This is an optimization exercise on Yosys and OpenROAD, whose aim is small area, a short achievable clock period and few clock cycles per item, not a production implementation.
Where RTL was checked, it was by simulation tests only, not by an equivalence proof against the original.

==> willow <==
==> flow/design.v (excerpt) <==
module bitcoin_miner (
  input wire clk,
  input wire rst,
  input wire start,
  input wire [255:0] first_block_hash,
  input wire [127:0] second_block,
  input wire [255:0] target,
  input wire [31:0]  max_nonce,
  output reg running,
  output reg found,
  output reg [31:0] nonce
  );
Settings: LEC_CHECK=0, CAP_MARGIN=20, CORE_MARGIN=2, CORE_UTILIZATION=40, SLEW_MARGIN=20; clock period 8.5 ns.
run.sh (not shown) runs the stock make flow with config.mk's settings and CLKGATE_MAP_FILE= SYNTH_SCRIPT=/design/flow/synth_recipe.tcl, a recipe that flattens the netlist after the stock synthesis.
==> zinc: changes against willow <==
--- a/flow/design.v
+++ b/flow/design.v
@@ -140,17 +140,19 @@
   localparam [1:0] PH_IDLE = 2'd0;
   localparam [1:0] PH_RF   = 2'd1;
   localparam [1:0] PH_H1   = 2'd2;
   localparam [1:0] PH_H2   = 2'd3;
   reg [1:0] phase;
   reg [6:0] rnd;
   reg [31:0] kreg;
   reg hi_eq, hi_lt, lo_eq, lo_lt, reject;
-  reg [3:0] sel_m, sel_v, sel_t;
+  reg [3:0] sel_t;
+  reg [31:0] op_a, op_e;
+  reg last_nonce;
   reg [31:0] a, b, c, d, e, f, g, h;
   reg [511:0] w;
   function [31:0] bswap;
     input [31:0] x;
     bswap = {x[7:0], x[15:8], x[23:16], x[31:24]};
   endfunction
   function [31:0] word;
     input [255:0] v;
@@ -165,48 +167,46 @@
   wire [31:0] s_hkw, c_hkw, s_t, c_t, s_a1, c_a1, s_a2, c_a2, s_e1, c_e1, s_e2, c_e2;
   csa32 u_hkw (.x(h), .y(kreg), .z(w0), .s(s_hkw), .c(c_hkw));
   csa32 u_t   (.x(sig1), .y(sig0), .z(maj), .s(s_t), .c(c_t));
   csa32 u_a1  (.x(s_hkw), .y(c_hkw), .z(ch), .s(s_a1), .c(c_a1));
   csa32 u_a2  (.x(s_t), .y(c_t), .z(s_a1), .s(s_a2), .c(c_a2));
   wire [31:0] s_a3, c_a3;
   csa32 u_a3  (.x(s_a2), .y(c_a2), .z(c_a1), .s(s_a3), .c(c_a3));
   wire [31:0] a_new;
-  add32 u_aadd (.x(s_a3), .y(c_a3), .s(a_new));
+  assign a_new = s_a3 + c_a3;
   csa32 u_e1  (.x(d), .y(sig1), .z(ch), .s(s_e1), .c(c_e1));
   csa32 u_e2  (.x(s_hkw), .y(c_hkw), .z(s_e1), .s(s_e2), .c(c_e2));
   wire [31:0] s_e3, c_e3;
   csa32 u_e3  (.x(s_e2), .y(c_e2), .z(c_e1), .s(s_e3), .c(c_e3));
   wire [31:0] e_new;
-  add32 u_eadd (.x(s_e3), .y(c_e3), .s(e_new));
+  assign e_new = s_e3 + c_e3;
   wire [31:0] w1  = w[32*1  +: 32];
   wire [31:0] w9  = w[32*9  +: 32];
   wire [31:0] w14 = w[32*14 +: 32];
   wire [31:0] ss0 = {w1[6:0], w1[31:7]} ^ {w1[17:0], w1[31:18]} ^ {3'b000, w1[31:3]};
   wire [31:0] ss1 = {w14[16:0], w14[31:17]} ^ {w14[18:0], w14[31:19]} ^ {10'b0, w14[31:10]};
   wire [31:0] s_x1, c_x1, s_x2, c_x2, w_next;
   csa32 u_x1 (.x(w0), .y(w9), .z(ss1), .s(s_x1), .c(c_x1));
   csa32 u_x2 (.x(s_x1), .y(c_x1), .z(ss0), .s(s_x2), .c(c_x2));
-  add32 u_xadd (.x(s_x2), .y(c_x2), .s(w_next));
-  reg [31:0] op_a, op_e, t_hi, t_lo;
+  wire ff_time = |sel_t;
+  wire [31:0] xsum = (ff_time ? op_a : s_x2) + (ff_time ? a : c_x2);
+  assign w_next = xsum;
+  reg [31:0] t_hi, t_lo;
   integer k;
   always @* begin
-    op_a = 32'h0; op_e = 32'h0; t_hi = 32'h0; t_lo = 32'h0;
+    t_hi = 32'h0; t_lo = 32'h0;
     for (k = 0; k < 4; k = k + 1) begin
-      op_a = op_a | ({32{sel_m[k]}} & word(first_block_hash, 3 - k))
-                  | ({32{sel_v[k]}} & word(IV, 3 - k));
-      op_e = op_e | ({32{sel_m[k]}} & word(first_block_hash, 7 - k))
-                  | ({32{sel_v[k]}} & word(IV, 7 - k));
       t_hi = t_hi | ({32{sel_t[k]}} & word(target, k));
       t_lo = t_lo | ({32{sel_t[k]}} & word(target, 4 + k));
     end
   end
   wire [31:0] ff_a, ff_e;
-  add32 u_ffa (.x(op_a), .y(a), .s(ff_a));
-  add32 u_ffe (.x(op_e), .y(e), .s(ff_e));
+  assign ff_a = xsum;
+  assign ff_e = op_e + e;
   wire [31:0] v_hi = bswap(ff_e);
   wire [31:0] v_lo = bswap(ff_a);
   wire hi_w_lt = v_hi < t_hi;
   wire hi_w_eq = v_hi == t_hi;
   wire lo_w_lt = v_lo < t_lo;
   wire lo_w_eq = v_lo == t_lo;
   wire first_w = sel_t[0];
   wire hi_lt_n = first_w ? hi_w_lt : (hi_lt | (hi_eq & hi_w_lt));
@@ -220,17 +220,16 @@
   end
   wire hit = hi_lt | (hi_eq & (lo_lt | lo_eq));
   wire in_h1 = (phase == PH_H1);
   wire in_h2 = (phase == PH_H2);
   wire in_rf = (phase == PH_RF);
   wire r62 = (rnd == 7'd62);
   wire r64 = (rnd == 7'd64);
   wire r65 = (rnd == 7'd65);
-  wire last_nonce = (nonce == max_nonce);
   wire [31:0] nonce_inc = nonce + {31'd0, in_h2};
   wire early_end = in_h2 & r62 & reject;            
   wire full_end  = in_h2 & r65;                     
   wire load_h1   = (early_end & ~last_nonce) | (in_rf & r62);
   wire to_rf     = full_end & ~hit & ~last_nonce;
   wire stop      = (early_end & last_nonce) | (full_end & (hit | last_nonce));
   wire load_iv   = in_h1 & r64;
   wire start_ok  = (phase == PH_IDLE) & start;
@@ -240,24 +239,38 @@
     if (load_h1 | load_iv) rnd_nxt = 7'd0;
     else if (to_rf | start_ok) rnd_nxt = 7'd48;
     else rnd_nxt = rnd_inc;
   end
   wire [31:0] k_inc;
   sha256_k u_k (.idx(rnd_inc[5:0]), .k(k_inc));
   wire [1:0] phase_nxt_h = load_h1 ? PH_H1 : load_iv ? PH_H2 : phase;
   wire ff_nxt = (rnd_nxt >= 7'd61) & (rnd_nxt <= 7'd64);
+  reg [3:0] sel_nxt;
+  reg [31:0] op_a_nxt, op_e_nxt;
+  always @* begin
+    op_a_nxt = 32'h0; op_e_nxt = 32'h0;
+    for (k = 0; k < 4; k = k + 1) begin
+      sel_nxt[k] = ff_nxt & (rnd_nxt[1:0] == ((k + 1) & 3));
+      if (phase_nxt_h == PH_H1) begin
+        op_a_nxt = op_a_nxt | ({32{sel_nxt[k]}} & word(first_block_hash, 3 - k));
+        op_e_nxt = op_e_nxt | ({32{sel_nxt[k]}} & word(first_block_hash, 7 - k));
+      end else begin
+        op_a_nxt = op_a_nxt | ({32{sel_nxt[k]}} & word(IV, 3 - k));
+        op_e_nxt = op_e_nxt | ({32{sel_nxt[k]}} & word(IV, 7 - k));
+      end
+    end
+  end
   always @(posedge clk) begin
     rnd <= rnd_nxt;
     kreg <= (load_h1 | load_iv) ? 32'h428a2f98 : k_inc;
-    for (k = 0; k < 4; k = k + 1) begin
-      sel_t[k] <= ff_nxt & (rnd_nxt[1:0] == ((k + 1) & 3));
-      sel_m[k] <= ff_nxt & (rnd_nxt[1:0] == ((k + 1) & 3)) & (phase_nxt_h == PH_H1);
-      sel_v[k] <= ff_nxt & (rnd_nxt[1:0] == ((k + 1) & 3)) & (phase_nxt_h == PH_H2);
-    end
+    sel_t <= sel_nxt;
+    op_a <= op_a_nxt;
+    op_e <= op_e_nxt;
+    last_nonce <= (nonce == max_nonce);
   end
   always @(posedge clk) begin
     if (rst) begin
       phase <= PH_IDLE;
       running <= 1'b0;
       found <= 1'b0;
     end else begin
       if (start_ok) begin
==> flow/flow/run.sh (new file) <==
#!/bin/bash
# The standard layout, with the port buffers made of the smallest
# buffer cell instead of the flow's default delay buffer.
set -euo pipefail
bash standard.sh "BUFFER_PORTS_ARGS=-buffer_cell sky130_fd_sc_hd__buf_1" finish > standard.log 2>&1
==> flow/standard.sh (new file) <==
#!/bin/bash
# synth_recipe.tcl (not shown) runs the flow's synth.tcl, then flattens the netlist and writes it again
# the make line also repeats each setting of config.mk as NAME=value (left out here)
make -C /OpenROAD-flow-scripts/flow DESIGN_CONFIG=/design/flow/config.mk WORK_HOME=/design/flow/orfs CLKGATE_MAP_FILE= SYNTH_SCRIPT=/design/flow/synth_recipe.tcl "${@:-finish}"
==> flow/config.mk (replaced) <==
export PLATFORM = sky130hd
export DESIGN_NAME = bitcoin_miner
export DESIGN_NICKNAME = bitcoin_miner
export VERILOG_FILES = /design/flow/design.v
export SDC_FILE = /design/flow/constraint.sdc
export NUM_CORES = 8
export LEC_CHECK = 0
export ABC_AREA = 1
export CAP_MARGIN = 20
export CORE_MARGIN = 2
export CORE_UTILIZATION = 40
export SETUP_SLACK_MARGIN = 4.0
export SLEW_MARGIN = 20
export SYNTH_HIERARCHICAL = 1
removed: flow/run.sh
==> indigo: changes against willow <==
--- a/flow/design.v
+++ b/flow/design.v
@@ -139,18 +139,20 @@
     32'h510e527f, 32'h9b05688c, 32'h1f83d9ab, 32'h5be0cd19};
   localparam [1:0] PH_IDLE = 2'd0;
   localparam [1:0] PH_RF   = 2'd1;
   localparam [1:0] PH_H1   = 2'd2;
   localparam [1:0] PH_H2   = 2'd3;
   reg [1:0] phase;
   reg [6:0] rnd;
   reg [31:0] kreg;
-  reg hi_eq, hi_lt, lo_eq, lo_lt, reject;
-  reg [3:0] sel_m, sel_v, sel_t;
+  reg hi_eq, hi_lt, lo_eq, lo_lt;
+  reg [3:0] sel_t;
+  reg [31:0] op_a, op_e;
+  reg last_nonce;
   reg [31:0] a, b, c, d, e, f, g, h;
   reg [511:0] w;
   function [31:0] bswap;
     input [31:0] x;
     bswap = {x[7:0], x[15:8], x[23:16], x[31:24]};
   endfunction
   function [31:0] word;
     input [255:0] v;
@@ -165,99 +167,120 @@
   wire [31:0] s_hkw, c_hkw, s_t, c_t, s_a1, c_a1, s_a2, c_a2, s_e1, c_e1, s_e2, c_e2;
   csa32 u_hkw (.x(h), .y(kreg), .z(w0), .s(s_hkw), .c(c_hkw));
   csa32 u_t   (.x(sig1), .y(sig0), .z(maj), .s(s_t), .c(c_t));
   csa32 u_a1  (.x(s_hkw), .y(c_hkw), .z(ch), .s(s_a1), .c(c_a1));
   csa32 u_a2  (.x(s_t), .y(c_t), .z(s_a1), .s(s_a2), .c(c_a2));
   wire [31:0] s_a3, c_a3;
   csa32 u_a3  (.x(s_a2), .y(c_a2), .z(c_a1), .s(s_a3), .c(c_a3));
   wire [31:0] a_new;
-  add32 u_aadd (.x(s_a3), .y(c_a3), .s(a_new));
+  assign a_new = s_a3 + c_a3;
   csa32 u_e1  (.x(d), .y(sig1), .z(ch), .s(s_e1), .c(c_e1));
   csa32 u_e2  (.x(s_hkw), .y(c_hkw), .z(s_e1), .s(s_e2), .c(c_e2));
   wire [31:0] s_e3, c_e3;
   csa32 u_e3  (.x(s_e2), .y(c_e2), .z(c_e1), .s(s_e3), .c(c_e3));
   wire [31:0] e_new;
-  add32 u_eadd (.x(s_e3), .y(c_e3), .s(e_new));
+  assign e_new = s_e3 + c_e3;
   wire [31:0] w1  = w[32*1  +: 32];
   wire [31:0] w9  = w[32*9  +: 32];
   wire [31:0] w14 = w[32*14 +: 32];
   wire [31:0] ss0 = {w1[6:0], w1[31:7]} ^ {w1[17:0], w1[31:18]} ^ {3'b000, w1[31:3]};
   wire [31:0] ss1 = {w14[16:0], w14[31:17]} ^ {w14[18:0], w14[31:19]} ^ {10'b0, w14[31:10]};
   wire [31:0] s_x1, c_x1, s_x2, c_x2, w_next;
   csa32 u_x1 (.x(w0), .y(w9), .z(ss1), .s(s_x1), .c(c_x1));
   csa32 u_x2 (.x(s_x1), .y(c_x1), .z(ss0), .s(s_x2), .c(c_x2));
-  add32 u_xadd (.x(s_x2), .y(c_x2), .s(w_next));
-  reg [31:0] op_a, op_e, t_hi, t_lo;
+  assign w_next = s_x2 + c_x2;
+  reg [31:0] t_hi, t_lo;
   integer k;
   always @* begin
-    op_a = 32'h0; op_e = 32'h0; t_hi = 32'h0; t_lo = 32'h0;
+    t_hi = 32'h0; t_lo = 32'h0;
     for (k = 0; k < 4; k = k + 1) begin
-      op_a = op_a | ({32{sel_m[k]}} & word(first_block_hash, 3 - k))
-                  | ({32{sel_v[k]}} & word(IV, 3 - k));
-      op_e = op_e | ({32{sel_m[k]}} & word(first_block_hash, 7 - k))
-                  | ({32{sel_v[k]}} & word(IV, 7 - k));
       t_hi = t_hi | ({32{sel_t[k]}} & word(target, k));
       t_lo = t_lo | ({32{sel_t[k]}} & word(target, 4 + k));
     end
   end
   wire [31:0] ff_a, ff_e;
-  add32 u_ffa (.x(op_a), .y(a), .s(ff_a));
-  add32 u_ffe (.x(op_e), .y(e), .s(ff_e));
+  assign ff_a = op_a + a;
+  assign ff_e = op_e + e;
   wire [31:0] v_hi = bswap(ff_e);
   wire [31:0] v_lo = bswap(ff_a);
   wire hi_w_lt = v_hi < t_hi;
   wire hi_w_eq = v_hi == t_hi;
   wire lo_w_lt = v_lo < t_lo;
   wire lo_w_eq = v_lo == t_lo;
   wire first_w = sel_t[0];
   wire hi_lt_n = first_w ? hi_w_lt : (hi_lt | (hi_eq & hi_w_lt));
   wire hi_eq_n = first_w ? hi_w_eq : (hi_eq & hi_w_eq);
   wire lo_lt_n = first_w ? lo_w_lt : (lo_lt | (lo_eq & lo_w_lt));
   wire lo_eq_n = first_w ? lo_w_eq : (lo_eq & lo_w_eq);
   always @(posedge clk) begin
     hi_lt <= hi_lt_n; hi_eq <= hi_eq_n;
     lo_lt <= lo_lt_n; lo_eq <= lo_eq_n;
-    if (first_w) reject <= ~(hi_w_lt | hi_w_eq);
   end
   wire hit = hi_lt | (hi_eq & (lo_lt | lo_eq));
   wire in_h1 = (phase == PH_H1);
   wire in_h2 = (phase == PH_H2);
   wire in_rf = (phase == PH_RF);
-  wire r62 = (rnd == 7'd62);
+  wire r61 = (rnd == 7'd61);
+  wire r63 = (rnd == 7'd63);
   wire r64 = (rnd == 7'd64);
   wire r65 = (rnd == 7'd65);
-  wire last_nonce = (nonce == max_nonce);
   wire [31:0] nonce_inc = nonce + {31'd0, in_h2};
-  wire early_end = in_h2 & r62 & reject;            
+  reg load_h1, load_iv, early_stop;
+  wire rej_now = first_w & ~(hi_w_lt | hi_w_eq);
+  always @(posedge clk) begin
+    if (rst) begin
+      load_h1 <= 1'b0;
+      load_iv <= 1'b0;
+      early_stop <= 1'b0;
+    end else begin
+      load_h1 <= (in_h2 & r61 & rej_now & ~last_nonce) | (in_rf & r61);
+      load_iv <= in_h1 & r63;
+      early_stop <= in_h2 & r61 & rej_now & last_nonce;
+    end
+  end
   wire full_end  = in_h2 & r65;                     
-  wire load_h1   = (early_end & ~last_nonce) | (in_rf & r62);
   wire to_rf     = full_end & ~hit & ~last_nonce;
-  wire stop      = (early_end & last_nonce) | (full_end & (hit | last_nonce));
-  wire load_iv   = in_h1 & r64;
+  wire stop      = early_stop | (full_end & (hit | last_nonce));
   wire start_ok  = (phase == PH_IDLE) & start;
-  wire [6:0] rnd_inc = rnd + 7'd1;
+  reg [6:0] rnd_inc;
   reg [6:0] rnd_nxt;
   always @* begin
     if (load_h1 | load_iv) rnd_nxt = 7'd0;
     else if (to_rf | start_ok) rnd_nxt = 7'd48;
     else rnd_nxt = rnd_inc;
   end
   wire [31:0] k_inc;
   sha256_k u_k (.idx(rnd_inc[5:0]), .k(k_inc));
-  wire [1:0] phase_nxt_h = load_h1 ? PH_H1 : load_iv ? PH_H2 : phase;
-  wire ff_nxt = (rnd_nxt >= 7'd61) & (rnd_nxt <= 7'd64);
+  wire ff_rng = (rnd_inc >= 7'd61) & (rnd_inc <= 7'd64);
+  wire ff_nxt = phase[1] & ~load_h1 & ~load_iv & ff_rng;
+  reg [3:0] sel_nxt, opsel;
+  reg [31:0] op_a_nxt, op_e_nxt;
+  always @* begin
+    op_a_nxt = 32'h0; op_e_nxt = 32'h0;
+    for (k = 0; k < 4; k = k + 1) begin
+      sel_nxt[k] = ff_nxt & (rnd_inc[1:0] == ((k + 1) & 3));
+      opsel[k] = ff_rng & (rnd_inc[1:0] == ((k + 1) & 3));
+      if (in_h1) begin
+        op_a_nxt = op_a_nxt | ({32{opsel[k]}} & word(first_block_hash, 3 - k));
+        op_e_nxt = op_e_nxt | ({32{opsel[k]}} & word(first_block_hash, 7 - k));
+      end else begin
+        op_a_nxt = op_a_nxt | ({32{opsel[k]}} & word(IV, 3 - k));
+        op_e_nxt = op_e_nxt | ({32{opsel[k]}} & word(IV, 7 - k));
+      end
+    end
+  end
   always @(posedge clk) begin
     rnd <= rnd_nxt;
+    rnd_inc <= rnd_nxt + 7'd1;
     kreg <= (load_h1 | load_iv) ? 32'h428a2f98 : k_inc;
-    for (k = 0; k < 4; k = k + 1) begin
-      sel_t[k] <= ff_nxt & (rnd_nxt[1:0] == ((k + 1) & 3));
-      sel_m[k] <= ff_nxt & (rnd_nxt[1:0] == ((k + 1) & 3)) & (phase_nxt_h == PH_H1);
-      sel_v[k] <= ff_nxt & (rnd_nxt[1:0] == ((k + 1) & 3)) & (phase_nxt_h == PH_H2);
-    end
+    sel_t <= sel_nxt;
+    op_a <= op_a_nxt;
+    op_e <= op_e_nxt;
+    last_nonce <= (nonce == max_nonce);
   end
   always @(posedge clk) begin
     if (rst) begin
       phase <= PH_IDLE;
       running <= 1'b0;
       found <= 1'b0;
     end else begin
       if (start_ok) begin
@@ -272,17 +295,17 @@
         phase <= PH_IDLE;
         running <= 1'b0;
         found <= full_end & hit;
       end
     end
   end
   always @(posedge clk) begin
     if (start_ok) nonce <= bswap(second_block[31:0]);
-    else if ((early_end & ~last_nonce) | to_rf) nonce <= nonce_inc;
+    else if ((load_h1 & in_h2) | to_rf) nonce <= nonce_inc;
   end
   always @(posedge clk) begin
     if (load_h1) begin
       {a, b, c, d, e, f, g, h} <= first_block_hash;
     end else if (load_iv) begin
       {a, b, c, d, e, f, g, h} <= IV;
     end else begin
       a <= a_new; b <= a; c <= b; d <= c;
==> flow/flow/run.sh (new file) <==
#!/bin/bash
# The standard layout, with the port buffers made of the smallest
# buffer cell instead of the flow's default delay buffer.
set -euo pipefail
bash standard.sh "BUFFER_PORTS_ARGS=-buffer_cell sky130_fd_sc_hd__buf_1" finish > standard.log 2>&1
==> flow/standard.sh (new file) <==
#!/bin/bash
# synth_recipe.tcl (not shown) runs the flow's synth.tcl, then flattens the netlist and writes it again
# the make line also repeats each setting of config.mk as NAME=value (left out here)
make -C /OpenROAD-flow-scripts/flow DESIGN_CONFIG=/design/flow/config.mk WORK_HOME=/design/flow/orfs CLKGATE_MAP_FILE= SYNTH_SCRIPT=/design/flow/synth_recipe.tcl "${@:-finish}"
==> flow/config.mk (replaced) <==
export PLATFORM = sky130hd
export DESIGN_NAME = bitcoin_miner
export DESIGN_NICKNAME = bitcoin_miner
export VERILOG_FILES = /design/flow/design.v
export SDC_FILE = /design/flow/constraint.sdc
export NUM_CORES = 8
export LEC_CHECK = 0
export ABC_AREA = 1
export CAP_MARGIN = 20
export CORE_MARGIN = 2
export CORE_UTILIZATION = 40
export CTS_CLUSTER_DIAMETER = 80
export CTS_CLUSTER_SIZE = 24
export PLACE_DENSITY = 0.66
export SETUP_SLACK_MARGIN = 4.5
export SLEW_MARGIN = 20
export SYNTH_HIERARCHICAL = 1
removed: flow/run.sh
==> lagoon: changes against willow <==
--- a/flow/design.v
+++ b/flow/design.v
@@ -165,48 +165,48 @@
   wire [31:0] s_hkw, c_hkw, s_t, c_t, s_a1, c_a1, s_a2, c_a2, s_e1, c_e1, s_e2, c_e2;
   csa32 u_hkw (.x(h), .y(kreg), .z(w0), .s(s_hkw), .c(c_hkw));
   csa32 u_t   (.x(sig1), .y(sig0), .z(maj), .s(s_t), .c(c_t));
   csa32 u_a1  (.x(s_hkw), .y(c_hkw), .z(ch), .s(s_a1), .c(c_a1));
   csa32 u_a2  (.x(s_t), .y(c_t), .z(s_a1), .s(s_a2), .c(c_a2));
   wire [31:0] s_a3, c_a3;
   csa32 u_a3  (.x(s_a2), .y(c_a2), .z(c_a1), .s(s_a3), .c(c_a3));
   wire [31:0] a_new;
-  add32 u_aadd (.x(s_a3), .y(c_a3), .s(a_new));
+  assign a_new = s_a3 + c_a3;
   csa32 u_e1  (.x(d), .y(sig1), .z(ch), .s(s_e1), .c(c_e1));
   csa32 u_e2  (.x(s_hkw), .y(c_hkw), .z(s_e1), .s(s_e2), .c(c_e2));
   wire [31:0] s_e3, c_e3;
   csa32 u_e3  (.x(s_e2), .y(c_e2), .z(c_e1), .s(s_e3), .c(c_e3));
   wire [31:0] e_new;
-  add32 u_eadd (.x(s_e3), .y(c_e3), .s(e_new));
+  assign e_new = s_e3 + c_e3;
   wire [31:0] w1  = w[32*1  +: 32];
   wire [31:0] w9  = w[32*9  +: 32];
   wire [31:0] w14 = w[32*14 +: 32];
   wire [31:0] ss0 = {w1[6:0], w1[31:7]} ^ {w1[17:0], w1[31:18]} ^ {3'b000, w1[31:3]};
   wire [31:0] ss1 = {w14[16:0], w14[31:17]} ^ {w14[18:0], w14[31:19]} ^ {10'b0, w14[31:10]};
   wire [31:0] s_x1, c_x1, s_x2, c_x2, w_next;
   csa32 u_x1 (.x(w0), .y(w9), .z(ss1), .s(s_x1), .c(c_x1));
   csa32 u_x2 (.x(s_x1), .y(c_x1), .z(ss0), .s(s_x2), .c(c_x2));
-  add32 u_xadd (.x(s_x2), .y(c_x2), .s(w_next));
+  assign w_next = s_x2 + c_x2;
   reg [31:0] op_a, op_e, t_hi, t_lo;
   integer k;
   always @* begin
     op_a = 32'h0; op_e = 32'h0; t_hi = 32'h0; t_lo = 32'h0;
     for (k = 0; k < 4; k = k + 1) begin
       op_a = op_a | ({32{sel_m[k]}} & word(first_block_hash, 3 - k))
                   | ({32{sel_v[k]}} & word(IV, 3 - k));
       op_e = op_e | ({32{sel_m[k]}} & word(first_block_hash, 7 - k))
                   | ({32{sel_v[k]}} & word(IV, 7 - k));
       t_hi = t_hi | ({32{sel_t[k]}} & word(target, k));
       t_lo = t_lo | ({32{sel_t[k]}} & word(target, 4 + k));
     end
   end
   wire [31:0] ff_a, ff_e;
-  add32 u_ffa (.x(op_a), .y(a), .s(ff_a));
-  add32 u_ffe (.x(op_e), .y(e), .s(ff_e));
+  assign ff_a = op_a + a;
+  assign ff_e = op_e + e;
   wire [31:0] v_hi = bswap(ff_e);
   wire [31:0] v_lo = bswap(ff_a);
   wire hi_w_lt = v_hi < t_hi;
   wire hi_w_eq = v_hi == t_hi;
   wire lo_w_lt = v_lo < t_lo;
   wire lo_w_eq = v_lo == t_lo;
   wire first_w = sel_t[0];
   wire hi_lt_n = first_w ? hi_w_lt : (hi_lt | (hi_eq & hi_w_lt));
==> flow/flow/run.sh (new file) <==
#!/bin/bash
# The standard layout, with the port buffers made of the smallest
# buffer cell instead of the flow's default delay buffer.
set -euo pipefail
bash standard.sh "BUFFER_PORTS_ARGS=-buffer_cell sky130_fd_sc_hd__buf_1" finish > standard.log 2>&1
==> flow/standard.sh (new file) <==
#!/bin/bash
# synth_recipe.tcl (not shown) runs the flow's synth.tcl, then flattens the netlist and writes it again
# the make line also repeats each setting of config.mk as NAME=value (left out here)
make -C /OpenROAD-flow-scripts/flow DESIGN_CONFIG=/design/flow/config.mk WORK_HOME=/design/flow/orfs CLKGATE_MAP_FILE= SYNTH_SCRIPT=/design/flow/synth_recipe.tcl "${@:-finish}"
==> flow/config.mk (replaced) <==
export PLATFORM = sky130hd
export DESIGN_NAME = bitcoin_miner
export DESIGN_NICKNAME = bitcoin_miner
export VERILOG_FILES = /design/flow/design.v
export SDC_FILE = /design/flow/constraint.sdc
export NUM_CORES = 8
export LEC_CHECK = 0
export ABC_AREA = 1
export CAP_MARGIN = 20
export CORE_MARGIN = 2
export CORE_UTILIZATION = 40
export CTS_BUF_LIST = sky130_fd_sc_hd__clkbuf_4 sky130_fd_sc_hd__clkbuf_8
export SETUP_SLACK_MARGIN = 3.0
export SLEW_MARGIN = 20
export SYNTH_HIERARCHICAL = 1
removed: flow/run.sh
==> run notes <==
- Run status: complete, no violations
- Std-Cell Core Area: between 100000 and 150000 um2
- Summed instance area of the synthesized netlist: 53300 um2
- Register bit count reported by yosys: 917
- CTS Sinks: 917
- Max Freq: 211 MHz
The numbers above come from zinc.

==> run notes <==
- Cts repair resizes: 12
- IO Port Bufs: 708
- Summed instance area of the synthesized netlist: 52700 um2
- Max Freq: 181 MHz
- Clock skew after layout: 0.0575 ns
- Register bit count reported by yosys: 860
- Std-Cell Core Area: 131000 um2
- Run status: complete, no violations
- Hold bufs inserted after CTS: 0
- CTS Sinks: 860
The numbers above come from lagoon.

==> run notes <==
- CTS Sinks: 926
- Run status: complete, no violations
- Overall overflow remaining after global route: 0
- Area share of and/or/nand/nor cells after synthesis: 0.245
- Yosys warnings: 8
- Area share of the largest cell type after synthesis: 0.313
- Summed instance area of the synthesized netlist: 57200 um2
- Via density per instance: 5.67
- Portion of the layout cell area used by clock cells: 0.0309
- Largest stage delay on the critical path: 0.89 ns
- Register bit count reported by yosys: just over 900
The numbers above come from indigo.

==> run notes <==
- Std-Cell Core Area: between 100000 and 150000 um2
- Run status: complete, no violations
- CTS Sinks: 860
- Max Freq: 138 MHz
- Register bit count reported by yosys: 860
- Setup WS pre-CTS: 0.684 ns
- FF-to-FF setup slack: 1.43 ns
- Summed instance area of the synthesized netlist: approximately 52000 um2
- Detailed-route via count: roughly 47000
The numbers above come from willow.

Testbench counts of indigo, summed over its fixed seeds: cycles 242,107, nonces 1,887.
Testbench counts of lagoon, summed over its fixed seeds: cycles 242,107, nonces 1,887.
For willow and zinc, only the layout was checked, not whether the RTL still works.

==> static timing again, ports no longer ideal <==
The results above use ideal ports. As a check the final layouts listed here were re-extracted and re-timed, cells and wires unchanged. Step 1: set_driving_cell puts a clkbuf_16 on clk and a buf_2 on each other input, an assumption about the parent block. Step 2 also shifts input and output timing later by t, the mid clock arrival at the registers, as if the neighbouring blocks saw the same clock. a / b / c = no drivers / after step 1 / after step 2; a / b = the first two.
run | t (ns) | slack for setup (ns) | hold slack, ns
willow | 0.772 | 1.261 / 1.307 / 0.535 | 0.293 / 0.293 / 0.293
zinc | 0.847 | 3.766 / 3.766 / 3.735 | 0.315 / 0.315 / 0.315
indigo | 0.794 | 4.462 / 4.462 / 4.395 | 0.326 / 0.326 / 0.326
lagoon | 0.966 | 2.988 / 2.988 / 2.431 | 0.306 / 0.306 / 0.306
After both steps setup and hold are still met in every run listed. For willow, which loses most, drivers alone change the setup slack by +0.046 ns; drivers and shift together by -0.726 ns.
